This is an optimization exercise on Yosys and OpenROAD, whose aim is small area, a short achievable clock period and few clock cycles, not a production implementation. No functional check of the RTL was part of any run shown here.

`flow/run.sh`:
```
#!/bin/bash
# The standard layout, with plain buf_1 cells as the port buffers.
set -euo pipefail
export BUFFER_PORTS_ARGS="-buffer_cell sky130_fd_sc_hd__buf_1"
bash standard.sh > make_finish.log 2>&1
```
`standard.sh`:
```
#!/bin/bash
# synth_recipe.tcl (not shown) runs the flow's synth.tcl, then flattens the netlist and writes it again
# the make line also repeats each setting of config.mk as NAME=value (left out here)
make -C /OpenROAD-flow-scripts/flow DESIGN_CONFIG=/design/flow/config.mk WORK_HOME=/design/flow/orfs CLKGATE_MAP_FILE= SYNTH_SCRIPT=/design/flow/synth_recipe.tcl "${@:-finish}"
```
`config.mk`:
```
export PLATFORM = sky130hd
export DESIGN_NAME = rs_cudu_v2
export DESIGN_NICKNAME = rs_cudu_v2
export VERILOG_FILES = /design/flow/design.v
export SDC_FILE = /design/flow/constraint.sdc
export NUM_CORES = 4
export LEC_CHECK = 0
export CAP_MARGIN = 20
export CORE_MARGIN = 2
export CORE_UTILIZATION = 40
export SETUP_SLACK_MARGIN = 3.0
export SLEW_MARGIN = 20
```
`constraint.sdc`:
```
create_clock -name core_clock -period 5.0 [get_ports {clock}]
set_input_delay 1.0000 -clock core_clock [delete_from_list [all_inputs] [get_ports {clock}]]
set_output_delay 1.0000 -clock core_clock [all_outputs]
set_load 0.01 [all_outputs]
```
`design.v`:
```
module nr_step(
	input [9:0] r, input [9:0] q, input [1:0] p, input neg,
	output [9:0] r_n, output [9:0] q_n
);
wire [9:0] a = r;
wire [9:0] b = {~neg, q[8:1] ^ {8{~neg}}, 1'b0};
wire ci = |p;
wire [9:0] h = a ^ b;
wire [9:0] g0 = (a & b) | {9'd0, h[0] & ci};
wire [9:0] p0 = h;
wire [9:0] g1 = g0 | (p0 & {g0[8:0], 1'b0});
wire [9:0] p1 = p0 & {p0[8:0], 1'b0};
wire [9:0] g2 = g1 | (p1 & {g1[7:0], 2'b0});
wire [9:0] p2 = p1 & {p1[7:0], 2'b0};
wire [9:0] g3 = g2 | (p2 & {g2[5:0], 4'b0});
wire [9:0] p3 = p2 & {p2[5:0], 4'b0};
wire [9:0] g4 = g3 | (p3 & {g3[1:0], 8'b0});
wire [9:0] hi = h ^ {g4[8:0], ci};
assign r_n = {hi[7:0], p - 2'd1};
assign q_n = {q[8:0], ~hi[9]};
endmodule
module rs_cudu_v2(
	input clock, reset,
	input sqrt_start, input [19:0] data_in,
	output sqrt_done, output [9:0] data_out
);
reg [3:0] cnt;		 
reg [9:0] q;		 
reg [9:0] r;		 
reg [1:0] pr;		 
reg neg;		 
reg done;
assign sqrt_done = done;
assign data_out = q;
function [11:0] seed;
	input [3:0] d;
	case (d)
		4'd0: seed = {2'd0, 10'd1023};
		4'd1: seed = {2'd1, 10'd0};
		4'd2: seed = {2'd1, 10'd1};
		4'd3: seed = {2'd1, 10'd2};
		4'd4: seed = {2'd2, 10'd1019};
		4'd5: seed = {2'd2, 10'd1020};
		4'd6: seed = {2'd2, 10'd1021};
		4'd7: seed = {2'd2, 10'd1022};
		4'd8: seed = {2'd2, 10'd1023};
		4'd9: seed = {2'd3, 10'd0};
		4'd10: seed = {2'd3, 10'd1};
		4'd11: seed = {2'd3, 10'd2};
		4'd12: seed = {2'd3, 10'd3};
		4'd13: seed = {2'd3, 10'd4};
		4'd14: seed = {2'd3, 10'd5};
		4'd15: seed = {2'd3, 10'd6};
	endcase
endfunction
wire [1:0] q0;
wire [9:0] r0;
assign {q0, r0} = seed(data_in[19:16]);
wire [9:0] r_n, q_n;
nr_step s0 (.r(r), .q(q), .p(pr), .neg(neg), .r_n(r_n), .q_n(q_n));
always @(posedge clock, posedge reset)
	if (reset) cnt <= 4'd0;
	else if (sqrt_start) cnt <= 4'd1;
	else if (cnt == 4'd8) cnt <= 4'd0;
	else if (cnt != 4'd0) cnt <= cnt + 4'd1;
always @(posedge clock, posedge reset)
	if (reset) done <= 1'b0;
	else done <= (cnt == 4'd7);
always @(posedge clock) begin
	if (sqrt_start) begin
		q <= {8'd0, q0};
		r <= r0;
		neg <= ~q0[0];
	end else begin
		if (cnt != 4'd0) q <= q_n;
		r <= r_n;
		neg <= ~q_n[0];
	end
	case (cnt)
		4'd0: pr <= data_in[15:14];
		4'd1: pr <= data_in[13:12];
		4'd2: pr <= data_in[11:10];
		4'd3: pr <= data_in[9:8];
		4'd4: pr <= data_in[7:6];
		4'd5: pr <= data_in[5:4];
		4'd6: pr <= data_in[3:2];
		default: pr <= data_in[1:0];
	endcase
end
endmodule
```
==> parameters.txt, run 1 <==
Parameter                              Value

GRT
  Met3 Usage GRT ... ~2.9%
  First-pass GRT wire length ... approximately 6000 um
  Pin count of the biggest net entering global routing ... 21
  Met1 Usage GRT ... between 10% and 20%
  Met2 routing resource usage after global routing ... between 20% and 30%
  Total overflow reported by the global router ... 0
  Number of antenna violations at the first check in global routing ... 0
  Gr busiest metal ... met2
  Via count of the first global-routing pass ... around 1400
  Total global routing track utilization ... between 10% and 20%

Clocking
  Clock-pin transition on the worst setup and hold timing paths ... approximately 90 ps
  Number of buffers inserted during clock tree synthesis ... 3
  Maximum buffer depth of the clock tree ... 2
  Clock sinks ... 28
  Root buf cell ... clkbuf_8
  Latest clock arrival within the worst-skew pair ... 270 ps
  Deepest level of the CTS H-tree ... 1
  TritonCTS clock tree ... done

Timing
  RSZ-0062 raised after global routing ... true
  Maximum clock skew at final layout ... about 4.7 ps
  Crit path time final ... around 2100 ps
  Setup-violating endpoint count in the final report ... 0
  Post-Route Setup TNS ... 0 ps
  Worst Max-Slew Pin Slew ... 351.0 ps
  Maximum clock frequency ... 0.4731 GHz
  Worst slew margin ... roughly three quarters
  Pins Over Slew Limit ... 0
  Ratio of final minimum period to clock period ... 42.28%
  Final worst-path setup slack ... a little under 3000 ps
  Total count of hold-check failures in the final report ... 0

Synthesis
  Synth area leader ... dfxtp_1
  Unique cell type count in the Yosys netlist ... between 40 and 50
  Fraction of post-synthesis cell area in the top cell type by area ... roughly 25%
  Synthesized netlist cell count ... between 150 and 200
  List of most frequent post-synthesis cells ... nand2_1 (23), dfxtp_1 (21), a21oi_1 (19), inv_1 (17), ha_1 (15)
  Register bit total from synthesis ... 28
  Average cell area after synthesis ... roughly 8.5 um^2
  Netlist area before placement ... between 0.0015 and 0.002 mm^2
  Top FF cell, synth ... dfxtp_1
  Number of synthesized flops with an enable pin ... 2
  Async set or reset register ratio after synthesis ... 17.86%
  Post-synth net total ... about 240
  Most area-consuming cells after synthesis ... dfxtp_1 (25%), ha_1 (11%), dfrtp_1 (7.4%)
  Yosys warnings ... 1
  Sequential cell area fraction in the yosys report ... a little over a third
  Most frequent cell after synthesis ... nand2_1

Critical path
  Series of cell instances along the critical path ... xnor2_1 > ha_1 > nand4_1 > or4_4 > a21bo_1 > o211a_1
  Worst setup SP type ... flip-flop
  Buffering stage count on the worst path with inverters included ... 0
  Family with the most delay on the worst path ... simple AND/OR/NAND/NOR gates
  Worst Path Max Fanout ... 9
  Worst Setup End Kind ... flip-flop
  WS Path Type ... flip-flop to flip-flop
  Max stage delay cell, worst path ... or4_4
  Worst EP required ... between 5000 and 6000 ps
  Highest cell delay on the worst timing path ... between 500 and 600 ps
  Worst Path Arrival ... 2150 ps

Placement
  Place WS ... between 2000 and 3000 ps
  IO buf count ... 33
  Routability congestion estimate ... 0.8696
  Half-perimeter wire length after detailed placement ... roughly 2700 um

Floorplanning
  Die boundary width ... 69.15 um
  Site row count ... 23
  Effective utilization at floorplan ... 42.14%
  Number of placed I/O pins ... 34
  Core Area ... about 0.0040 mm^2
  Die Span Y ... just under 70 um
  Full die area ... roughly 0.0048 mm^2

Cells and area
  Inserted Diodes ... 0
  Final core utilization ... between 50% and 60%
  Layout net count ... between 200 and 300
  Share of layout cells above drive strength 1 ... 13.50%
  Number of filler cells placed in the layout ... around 400
  P&R area growth vs syn ... 20.41%
  Footprint of the multi-input gates ... ~0.0011 mm^2
  Area taken by flip-flops and latches ... ~610 um^2

Route
  Wirelength per Cell ... roughly 12 um
  DRC Markers ... 0
  Post-DR vias/cell ... roughly 5.2
  Number of nets with antenna violations after detailed routing ... 0
  Number of iterations in the first detailed-routing pass ... 4
  Iteration-0 DRC Markers ... between 40 and 50
  Via total after detailed routing ... ~1500
  Total wire length ... 3516 um

Hold path
  Path category of the worst min-delay check ... flip-flop to flip-flop

Flow run
  Maxcap violations ... 0

Status
  Result of the run ... complete, no violations
area by class of cell:
cell class / instances / area share, %
Sequential cell: 28 / 29.87
Tap cell: 50 / 3.060
Timing Repair Buffer: 41 / 9.608
Multi-Input combinational cell: 147 / 51.65
Inverter: 17 / 3.121
Clock buffer: 4 / 2.693
state kept, by name (all words and copies together) (netlist names):
| signal | count |
|---|---|
| cnt | 4 |
| pr | 2 |
| q | 10 |
| neg | 1 |
| done | 1 |
| r | 10 |
metrics by stage:
stage / instance area, um^2 / instances / hold slack [ps]
floorplan: 1717 / 199 / 411.4
global placement: 1874 / 276 / 430.8
detailed placement: 1874 / 276 / 434.0
CTS: 2008 / 286 / 447.3
global route: 2044 / 287 / 445.2
finish: 2044 / 287 / 433.3
cell usage in the layout (no fill, tap or decap), types with 2 or more instances in the layout:
master    Yosys  routed
a211o_1       2       2
a211oi_1      3       2
a21oi_1      19      17
a21oi_2       0       2
a22oi_1       2       2
buf_1         0      31
buf_4         0       7
buf_6         0       2
clkbuf_8      0       4
dfrtp_1       5       5
dfxtp_1      21      19
edfxtp_1      2       2
ha_1         15      13
inv_1        17      16
mux2_2        2       2
mux2i_1       2       2
nand2_1      23      23
nand2b_1      6       5
nand3_1       3       3
nor2_1       14      13
nor2b_1       3       2
nor3_1        2       2
nor3b_1       2       2
o211a_1       2       2
o211ai_1      3       3
o21ai_0       6       4
o21ai_1       5       6
o22ai_1       2       2
o31ai_1       2       2
or3_1         2       2
xnor2_1       9       9
xor2_1        2       2
logic make-up (layout without fill, tap and decap cells):
group                      Yosys count  in the layout  synth area share [%]
buffers and inverters               24             62                 5.526
DFF                                 28             28                 35.67
muxes                                5              5                 3.169
and+or+nand+nor                     60             60                 16.80
xor gates and xnor gates            11             11                 5.675
adders and majority gates           16             16                 12.23
AOI/OAI and AO/OA                   55             55                 20.93
metal layers:
layer / vias to the layer above / share of wire (%) / wire length, um
li1: 769 / - / -
met3: 6 / 5.4 / 190
met2: 41 / 46 / 1624
met5: - / 0 / 0
met4: 0 / 1.7 / 59
met1: 675 / 47 / 1641
what timing repair did:
item	CTS	global route
setup buffers	6	1
gates resized for setup	10	11
hold endpoints to repair	0	0
hold buffers	0	0
cloned	0	0
endpoints found under the setup margin	7	9
pin swaps	5	1
worst paths after layout:
path                            startpoint     end  slack (ps)  depth (start not counted)
worst max-delay path                   neg    q[0]        2890                          6
worst min-delay path                 pr[0]    r[0]         430                          1
max in group asynchronous            reset  cnt[3]        4260                          2
worst max register to register         neg    q[0]        2890                          6
worst min register to register       pr[0]    r[0]         430                          1
min in group asynchronous            reset  cnt[2]         580                          2
==> run 2, diff against run 1 <==
--- a/design.v
+++ b/design.v
@@ -24,10 +24,10 @@
 	input sqrt_start, input [19:0] data_in,
 	output sqrt_done, output [9:0] data_out
 );
-reg [3:0] cnt;		 
+reg [2:0] cnt;		 
 reg [9:0] q;		 
 reg [9:0] r;		 
-reg [1:0] pr;		 
+reg [3:0] pr;		 
 reg neg;		 
 reg done;
 assign sqrt_done = done;
@@ -56,35 +56,37 @@
 wire [1:0] q0;
 wire [9:0] r0;
 assign {q0, r0} = seed(data_in[19:16]);
-wire [9:0] r_n, q_n;
-nr_step s0 (.r(r), .q(q), .p(pr), .neg(neg), .r_n(r_n), .q_n(q_n));
+wire [9:0] rc [0:2];
+wire [9:0] qc [0:2];
+assign rc[0] = r;
+assign qc[0] = q;
+nr_step s0 (.r(rc[0]), .q(qc[0]), .p(pr[3:2]), .neg(neg), .r_n(rc[1]), .q_n(qc[1]));
+nr_step s1 (.r(rc[1]), .q(qc[1]), .p(pr[1:0]), .neg(~qc[1][0]), .r_n(rc[2]), .q_n(qc[2]));
+wire [9:0] r_n = rc[2];
+wire [9:0] q_n = qc[2];
 always @(posedge clock, posedge reset)
-	if (reset) cnt <= 4'd0;
-	else if (sqrt_start) cnt <= 4'd1;
-	else if (cnt == 4'd8) cnt <= 4'd0;
-	else if (cnt != 4'd0) cnt <= cnt + 4'd1;
+	if (reset) cnt <= 3'd0;
+	else if (sqrt_start) cnt <= 3'd1;
+	else if (cnt == 3'd4) cnt <= 3'd0;
+	else if (cnt != 3'd0) cnt <= cnt + 3'd1;
 always @(posedge clock, posedge reset)
 	if (reset) done <= 1'b0;
-	else done <= (cnt == 4'd7);
+	else done <= (cnt == 3'd3);
 always @(posedge clock) begin
 	if (sqrt_start) begin
 		q <= {8'd0, q0};
 		r <= r0;
 		neg <= ~q0[0];
 	end else begin
-		if (cnt != 4'd0) q <= q_n;
+		if (cnt != 3'd0) q <= q_n;
 		r <= r_n;
 		neg <= ~q_n[0];
 	end
 	case (cnt)
-		4'd0: pr <= data_in[15:14];
-		4'd1: pr <= data_in[13:12];
-		4'd2: pr <= data_in[11:10];
-		4'd3: pr <= data_in[9:8];
-		4'd4: pr <= data_in[7:6];
-		4'd5: pr <= data_in[5:4];
-		4'd6: pr <= data_in[3:2];
-		default: pr <= data_in[1:0];
+		3'd0: pr <= data_in[15:12];
+		3'd1: pr <= data_in[11:8];
+		3'd2: pr <= data_in[7:4];
+		default: pr <= data_in[3:0];
 	endcase
 end
 endmodule
--- a/config.mk
+++ b/config.mk
@@ -8,5 +8,5 @@
 export CAP_MARGIN = 20
 export CORE_MARGIN = 2
 export CORE_UTILIZATION = 40
-export SETUP_SLACK_MARGIN = 3.0
+export SETUP_SLACK_MARGIN = 2.0
 export SLEW_MARGIN = 20
==> run 2 against run 1 <==
Compared with the run above:
- still clean on timing, DRC and antenna
- final cell count is 18% higher
- worst setup slack worse by 1800 ps
- clock-buffer cell count is 2 higher
- die area is 19% higher
- synthesized cell count is 11% higher
- maximum frequency is 47% lower
- critical path depth is 10 higher
- register-to-register slack worse by 1800 ps
- global-route usage is 2.5 points higher
==> parameters.txt, run 2 <==
Parameter                              Value

Floorplanning
  Core Area ... 0.004817 mm^2 (+20%)
  Site row count ... 25 (+8.7%)
  Die boundary width ... 75.38 um (+9.0%)
  Die Span Y ... 75.38 um (+9.0%)
  Full die area ... 0.005682 mm^2 (+19%)
  Effective utilization at floorplan ... 42.31% (+0.17 points)
  Number of placed I/O pins ... 34 (unchanged)

Cells and area
  Footprint of the multi-input gates ... 0.001344 mm^2 (+27%)
  Inserted Diodes ... 0 (unchanged)
  P&R area growth vs syn ... 23.02%
  Area taken by flip-flops and latches ... 628.1 um^2 (+2.9%)
  Share of layout cells above drive strength 1 ... 19.05% (+5.5 points)
  Top library cells by usage in the layout, fill and taps aside ... buf_1 (33), ha_1 (26), inv_1 (23)
  Most frequent standard cell in the layout excluding fill and tap cells ... buf_1
  Number of filler cells placed in the layout ... 467 (+14%)
  Registers with the highest flip-flop counts ... q (10), r (10), pr (4)
  Layout net count ... 323 (+17%)

Synthesis
  Async set or reset register ratio after synthesis ... 13.79% (-4.1 points)
  Number of synthesized flops with an enable pin ... 2 (unchanged)
  Unique cell type count in the Yosys netlist ... 37 (-18%)
  Sequential cell area fraction in the yosys report ... 30.45% (-5.2 points)
  Most area-consuming cells after synthesis ... dfxtp_1 (23%), ha_1 (16%), xnor2_1 (7.3%)
  Average cell area after synthesis ... 9.223 um^2 (+8.1%)
  Fraction of post-synthesis cell area in the top cell type by area ... 22.59% (-2.2 points)
  Register bit total from synthesis ... 29 (+3.6%)
  Netlist area before placement ... 0.002038 mm^2 (+20%)
  Synth area leader ... dfxtp_1
  Yosys warnings ... 1 (unchanged)
  Post-synth net total ... 272 (+14%)
  Synthesized netlist cell count ... 221 (+11%)
  Top FF cell, synth ... dfxtp_1
  List of most frequent post-synthesis cells ... ha_1 (26), dfxtp_1 (23), inv_1 (23), a21oi_1 (20), o21ai_0 (20)
  Most frequent cell after synthesis ... ha_1

GRT
  Total overflow reported by the global router ... 0 (unchanged)
  Total global routing track utilization ... 17.31% (+2.5 points)
  Pin count of the biggest net entering global routing ... 29 (+38%)
  First-pass GRT wire length ... 7341 um (+23%)
  Number of antenna violations at the first check in global routing ... 0 (unchanged)
  Via count of the first global-routing pass ... 1663 (+20%)

Timing
  Worst slew margin ... 57.41% (-19 points)
  RSZ-0062 raised after global routing ... true
  Maximum clock frequency ... 0.2525 GHz (-47%)
  Ratio of final minimum period to clock period ... 79.22% (+37 points)
  Total count of hold-check failures in the final report ... 0 (unchanged)
  Worst slack on hold paths ... 437.6 ps (+4.272 ps)
  Setup-violating endpoint count in the final report ... 0 (unchanged)
  Worst Max-Slew Pin Slew ... 637.5 ps (+286.5 ps)
  Post-Route Setup TNS ... 0 ps (unchanged)
  Pins Over Slew Limit ... 0 (unchanged)
  Maximum clock skew at final layout ... 4.516 ps (-0.2300 ps)
  Crit path time final ... 3961 ps (+1847 ps)

Placement
  Half-perimeter wire length after detailed placement ... 3118 um (+17%)
  Routability congestion estimate ... 0.7725 (-11%)
  IO buf count ... 33 (unchanged)

Critical path
  Worst Setup End Kind ... flip-flop
  Series of cell instances along the critical path ... xnor2_2 > ha_1 > a21o_2 > a2111oi_4 > o21ai_2 > a21oi_4 > xnor2_4 > xor2_1 > ha_1 > a21o_1 > a211oi_2 > o21ai_1 > a31oi_1 > xnor2_1 > xnor2_2 > o21a_1
  WS Path Type ... flip-flop to flip-flop
  Family with the most delay on the worst path ... compound AO/OA/AOI/OAI gates
  Max stage delay cell, worst path ... edfxtp_1
  Highest cell delay on the worst timing path ... 440 ps (-90 ps)
  Worst setup SP type ... flip-flop
  Buffering stage count on the worst path with inverters included ... 0 (unchanged)
  R2R setup slack ... 1040 ps (-1850 ps)
  Worst Path Max Fanout ... 6 (-3)
  Worst Path Arrival ... 4000 ps (+1850 ps)
  Worst EP required ... 5040 ps (about the same)

Clocking
  Root buf cell ... clkbuf_8
  Deepest level of the CTS H-tree ... 2 (+1)
  Number of buffers inserted during clock tree synthesis ... 5 (+2)
  Maximum buffer depth of the clock tree ... 2 (unchanged)
  TritonCTS clock tree ... done
  Clock sinks ... 29 (+3.6%)
  Clock-pin transition on the worst setup and hold timing paths ... 60 ps (-30 ps)
  Latest clock arrival within the worst-skew pair ... 280 ps (about the same)

Route
  Post-DR vias/cell ... 4.879 (-6.1%)
  Total wire length ... 4518 um (+28%)
  DRC Markers ... 0 (unchanged)
  Wirelength per Cell ... 13.29 um (+8.5%)
  Via total after detailed routing ... 1659 (+11%)
  Number of nets with antenna violations after detailed routing ... 0 (unchanged)
  Iteration-0 DRC Markers ... 36 (-16%)
  Number of iterations in the first detailed-routing pass ... 4 (unchanged)

Status
  Result of the run ... complete, no violations

Flow run
  Maxcap violations ... 0 (unchanged)

Hold path
  Path category of the worst min-delay check ... flip-flop to flip-flop
run 2: cell count changes after synthesis, moves of 3 or more:
| cell | before | now |
|---|---|---|
| xor2_1 | 2 | 14 |
| a222oi_1 | 1 | 4 |
| a21o_1 | 1 | 4 |
| o21ai_0 | 6 | 20 |
| o21ai_1 | 5 | 1 |
| a21o_2 | 0 | 3 |
| o211ai_1 | 3 | 0 |
| inv_1 | 17 | 23 |
| buf_2 | 3 | 0 |
| nor2_1 | 14 | 5 |
| ha_1 | 15 | 26 |
| nand2b_1 | 6 | 3 |
| nand2_1 | 23 | 18 |
| xnor2_1 | 9 | 17 |
run 2: routing by layer:
| metal | GRT usage [%] | vias to the layer above | share of wire [%] |
|---|---|---|---|
| li1 | - | 854 | - |
| met1 | 22.85 | 769 | 47 |
| met2 | 28.21 | 29 | 47 |
| met3 | 3.704 | 7 | 3.9 |
| met4 | 5.848 | 0 | 1.4 |
| met5 | 0 | - | 0 |
run 2: final timing paths:
check	depth (start not counted)	startpoint	end
max	16	q[1]	q[0]
min	1	pr[0]	r[0]
max reg2reg	16	q[1]	q[0]
min reg2reg	1	pr[0]	r[0]
max in group asynchronous	2	reset	cnt[0]
min in group asynchronous	2	reset	cnt[2]
run 2: cells by family (layout without fill, tap and decap cells):
| logic type | count (synthesis) | after routing | share of synthesized area [%] |
|---|---|---|---|
| compound gates | 59 | 59 | 18.79 |
| simple gates | 39 | 39 | 9.515 |
| xor+xnor | 33 | 33 | 15.47 |
| buf+inv | 30 | 82 | 6.384 |
| flops | 29 | 29 | 30.45 |
| fa+ha+maj | 28 | 28 | 17.93 |
| mux | 3 | 3 | 1.473 |
run 2: through the flow:
step	cell area, um^2	util (%)	instances	setup slack (ps)
final	2507	52.05	340	1039
after global routing	2507	52.05	340	799.6
after CTS	2420	50.23	335	1221
after detailed placement	2216	46.00	315	778.5
after global placement	2216	46.00	315	864.3
after floorplan	2044	-	221	1149
run 2: cell type report:
class / instances / area share, %
repair buffers: 51 / 11.28
clock buffers: 6 / 2.894
flip-flops and latches: 29 / 25.05
clock inverters: 2 / 0.3992
multi-input cells: 162 / 53.59
well taps: 67 / 3.343
inverters: 23 / 3.443
run 2: what timing repair did:
item | in CTS | in global routing
hold buffers | 0 | 0
endpoints found under the setup margin | 9 | 9
gates resized for setup | 9 | 8
hold endpoints to repair | 0 | 0
pin swaps | 5 | 8
buffers inserted | 12 | 5
==> run 3, diff against run 2 <==
--- a/config.mk
+++ b/config.mk
@@ -8,5 +8,5 @@
 export CAP_MARGIN = 20
 export CORE_MARGIN = 2
 export CORE_UTILIZATION = 40
-export SETUP_SLACK_MARGIN = 2.0
+export SETUP_SLACK_MARGIN = 2.3
 export SLEW_MARGIN = 20
==> run 3 against run 2 <==
Compared with the run above:
- synthesized cell count stayed put
- routed wire length fell by 4.2%
- critical path depth did not move
- core utilization fell by 0.65 points
- final area is 1.2% lower
- hold slack is essentially flat
- via count up 0.36%
- clock skew about the same
- first-iteration DRC count increased by 39%
- still clean
==> parameters.txt, run 3 <==
Parameter                              Value

Clocking
  Clock sinks ... 29 (unchanged)
  Latest clock arrival within the worst-skew pair ... 280 ps (about the same)
  TritonCTS clock tree ... done
  Clock-pin transition on the worst setup and hold timing paths ... 60 ps (about the same)
  Root buf cell ... clkbuf_8
  Maximum buffer depth of the clock tree ... 2 (unchanged)
  Hold buffer count at cts ... 0 (unchanged)
  Number of buffers inserted during clock tree synthesis ... 5 (unchanged)
  Deepest level of the CTS H-tree ... 2 (unchanged)

Synthesis
  Register bit total from synthesis ... 29 (unchanged)
  Yosys warnings ... 1 (unchanged)
  Number of synthesized flops with an enable pin ... 2 (unchanged)
  Fraction of post-synthesis cell area in the top cell type by area ... 22.59% (unchanged)
  Average cell area after synthesis ... 9.223 um^2 (unchanged)
  Most frequent cell after synthesis ... ha_1
  Synthesized netlist cell count ... 221 (unchanged)
  List of most frequent post-synthesis cells ... ha_1 (26), dfxtp_1 (23), inv_1 (23), a21oi_1 (20), o21ai_0 (20)
  Post-synth net total ... 272 (unchanged)
  Netlist area before placement ... 0.002038 mm^2 (unchanged)
  Async set or reset register ratio after synthesis ... 13.79% (unchanged)
  Synth area leader ... dfxtp_1
  Unique cell type count in the Yosys netlist ... 37 (unchanged)
  Most area-consuming cells after synthesis ... dfxtp_1 (23%), ha_1 (16%), xnor2_1 (7.3%)
  Top FF cell, synth ... dfxtp_1
  Sequential cell area fraction in the yosys report ... 30.45% (unchanged)

Cells and area
  Registers with the highest flip-flop counts ... q (10), r (10), pr (4)
  Top library cells by usage in the layout, fill and taps aside ... buf_1 (33), ha_1 (26), inv_1 (22)
  P&R area growth vs syn ... 21.49%
  Inserted Diodes ... 0 (unchanged)
  Most frequent standard cell in the layout excluding fill and tap cells ... buf_1
  Share of layout cells above drive strength 1 ... 18.45% (-0.60 points)
  Layout net count ... 321 (-0.62%)

Status
  Result of the run ... complete, no violations

Timing
  Total count of hold-check failures in the final report ... 0 (unchanged)
  Crit path time final ... 3818 ps (-143.0 ps)
  Final worst-path setup slack ... 1182 ps (+143.0 ps)
  Pins Over Slew Limit ... 0 (unchanged)
  Maximum clock skew at final layout ... 4.998 ps (+0.4822 ps)
  Ratio of final minimum period to clock period ... 76.36% (-2.9 points)
  Worst Max-Slew Pin Slew ... 646.9 ps (+9.334 ps)
  Setup-violating endpoint count in the final report ... 0 (unchanged)
  Post-Route Setup TNS ... 0 ps (unchanged)
  Maximum clock frequency ... 0.2619 GHz (+3.7%)
  RSZ-0062 raised after global routing ... true
  Worst slew margin ... 56.79% (-0.62 points)

Placement
  Place WS ... 765.1 ps (-13.39 ps)
  IO buf count ... 33 (unchanged)
  Routability congestion estimate ... 0.7796 (+0.92%)
  Half-perimeter wire length after detailed placement ... 3158 um (+1.3%)

Critical path
  Series of cell instances along the critical path ... xnor2_2 > ha_1 > a21o_2 > a2111oi_4 > o21ai_2 > a21oi_4 > xnor2_4 > xor2_1 > ha_1 > a21o_1 > a211oi_2 > o21ai_2 > a31oi_1 > xnor2_1 > xnor2_2 > o21a_1
  Buffering stage count on the worst path with inverters included ... 0 (unchanged)
  WS Path Type ... flip-flop to flip-flop
  Worst Setup End Kind ... flip-flop
  Worst Path Arrival ... 3860 ps (-140 ps)
  Worst setup SP type ... flip-flop
  Worst Path Max Fanout ... 7 (+1)
  Family with the most delay on the worst path ... compound AO/OA/AOI/OAI gates
  Setup crit start ... q[1]
  R2R setup slack ... 1180 ps (+140 ps)
  Worst EP required ... 5040 ps (about the same)
  Highest cell delay on the worst timing path ... 460 ps (+20 ps)
  Worst r2r src ... q[1]
  Max stage delay cell, worst path ... edfxtp_1

Route
  Via total after detailed routing ... 1665 (+0.36%)
  DRC Markers ... 0 (unchanged)
  Wirelength per Cell ... 12.80 um (-3.6%)
  Iteration-0 DRC Markers ... 50 (+39%)
  Post-DR vias/cell ... 4.926 (+0.96%)
  Number of nets with antenna violations after detailed routing ... 0 (unchanged)
  Number of iterations in the first detailed-routing pass ... 4 (unchanged)
  Total wire length ... 4328 um (-4.2%)

GRT
  Total global routing track utilization ... 17.80% (+0.48 points)
  Total overflow reported by the global router ... 0 (unchanged)
  Via count of the first global-routing pass ... 1671 (+0.48%)
  First-pass GRT wire length ... 7596 um (+3.5%)
  Number of antenna violations at the first check in global routing ... 0 (unchanged)
  Pin count of the biggest net entering global routing ... 29 (unchanged)

Floorplanning
  Full die area ... 0.005682 mm^2 (unchanged)
  Core Area ... 0.004817 mm^2 (unchanged)
  Number of placed I/O pins ... 34 (unchanged)
  Effective utilization at floorplan ... 42.31% (unchanged)
  Site row count ... 25 (unchanged)
  Die boundary width ... 75.38 um (unchanged)
  Die Span Y ... 75.38 um (unchanged)

Hold path
  Min-delay src ... pr[0]
  Path category of the worst min-delay check ... flip-flop to flip-flop

Flow run
  Maxcap violations ... 0 (unchanged)
run 3: cell types whose count changed in the layout (fill, tap and decap cells not counted), moves of 2 or more:
cell | previous run | this run
o21ai_0 | 12 | 10
a21oi_2 | 3 | 1
xor2_1 | 12 | 14
xor2_2 | 2 | 0
run 3: cell type report:
class	instances	area (um^2)
inverter	23	86.33
fill	481	2341
clock inverter	2	10.01
sequential	29	628.1
tap	67	83.83
multi-input combinational	162	1344
timing repair buffer	49	251.5
clock buffer	6	72.57
run 3: worst paths after layout:
check	to	cells past startpoint
min in group asynchronous	cnt[2]	2
worst max register to register	q[0]	16
worst min register to register	r[0]	1
worst max-delay path	q[0]	16
max in group asynchronous	cnt[0]	2
worst min-delay path	r[0]	1
run 3: kinds of logic (layout without fill, tap and decap cells):
group | count (synthesis) | in the layout | share of synthesized area [%]
and+or+nand+nor | 39 | 39 | 9.515
xor gates and xnor gates | 33 | 33 | 15.47
AOI/OAI and AO/OA | 59 | 59 | 18.79
adders and majority gates | 28 | 28 | 17.93
DFF | 29 | 29 | 30.45
buffers and inverters | 30 | 80 | 6.384
muxes | 3 | 3 | 1.473
run 3: per-stage QoR:
step | hold slack (ps) | instances | cell area (um^2) | util [%]
after floorplan | 411.4 | 221 | 2044 | -
after global placement | 429.6 | 315 | 2216 | 46.00
after detailed placement | 430.2 | 315 | 2216 | 46.00
after CTS | 440.3 | 337 | 2457 | 51.01
after global routing | 474.8 | 338 | 2476 | 51.40
final | 437.7 | 338 | 2476 | 51.40
run 3: timing repair:
action / in CTS / in global routing
pin swaps: 14 / 4
cloned: 0 / 0
resized for setup: 16 / 2
endpoints found under the setup margin: 9 / 9
buffers inserted: 14 / 1
run 3: routing by layer:
layer / GRT usage, % / up-vias / part of all wire, %
li1: - / 859 / -
met5: 0 / - / 0
met4: 6.433 / 0 / 1.7
met2: 29.66 / 23 / 48
met3: 3.704 / 6 / 3.7
met1: 22.78 / 777 / 47

-- separate check: timing with driven ports --
Ports are ideal in the flow. The routed layouts listed here were re-timed in OpenROAD. Step 1 sets driving cells, clkbuf_16 on the clock port and buf_2 on the other inputs (assumed; they add their load-dependent delay and slew). Step 2 times the ports against the registers' clock, not the clock port: input delays grow and output delays shrink by t, the midpoint of the rising clock arrivals with the driver on. a / b / c = ideal / step 1 / step 2; a / b = the first two.
| run | t, ns | setup slack, ns | worst setup path at the end |
|---|---|---|---|
| run 1 | 0.291 | 2.886 / 2.886 / 2.721 | input to register |
| run 2 | 0.305 | 1.039 / 1.039 / 1.039 | register to register |
| run 3 | 0.306 | 1.182 / 1.182 / 1.182 | register to register |
After both steps every run listed still meets setup and hold. The setup slack of run 1, which loses most, moves by 0.000 ns with the drivers and by -0.165 ns with both steps.
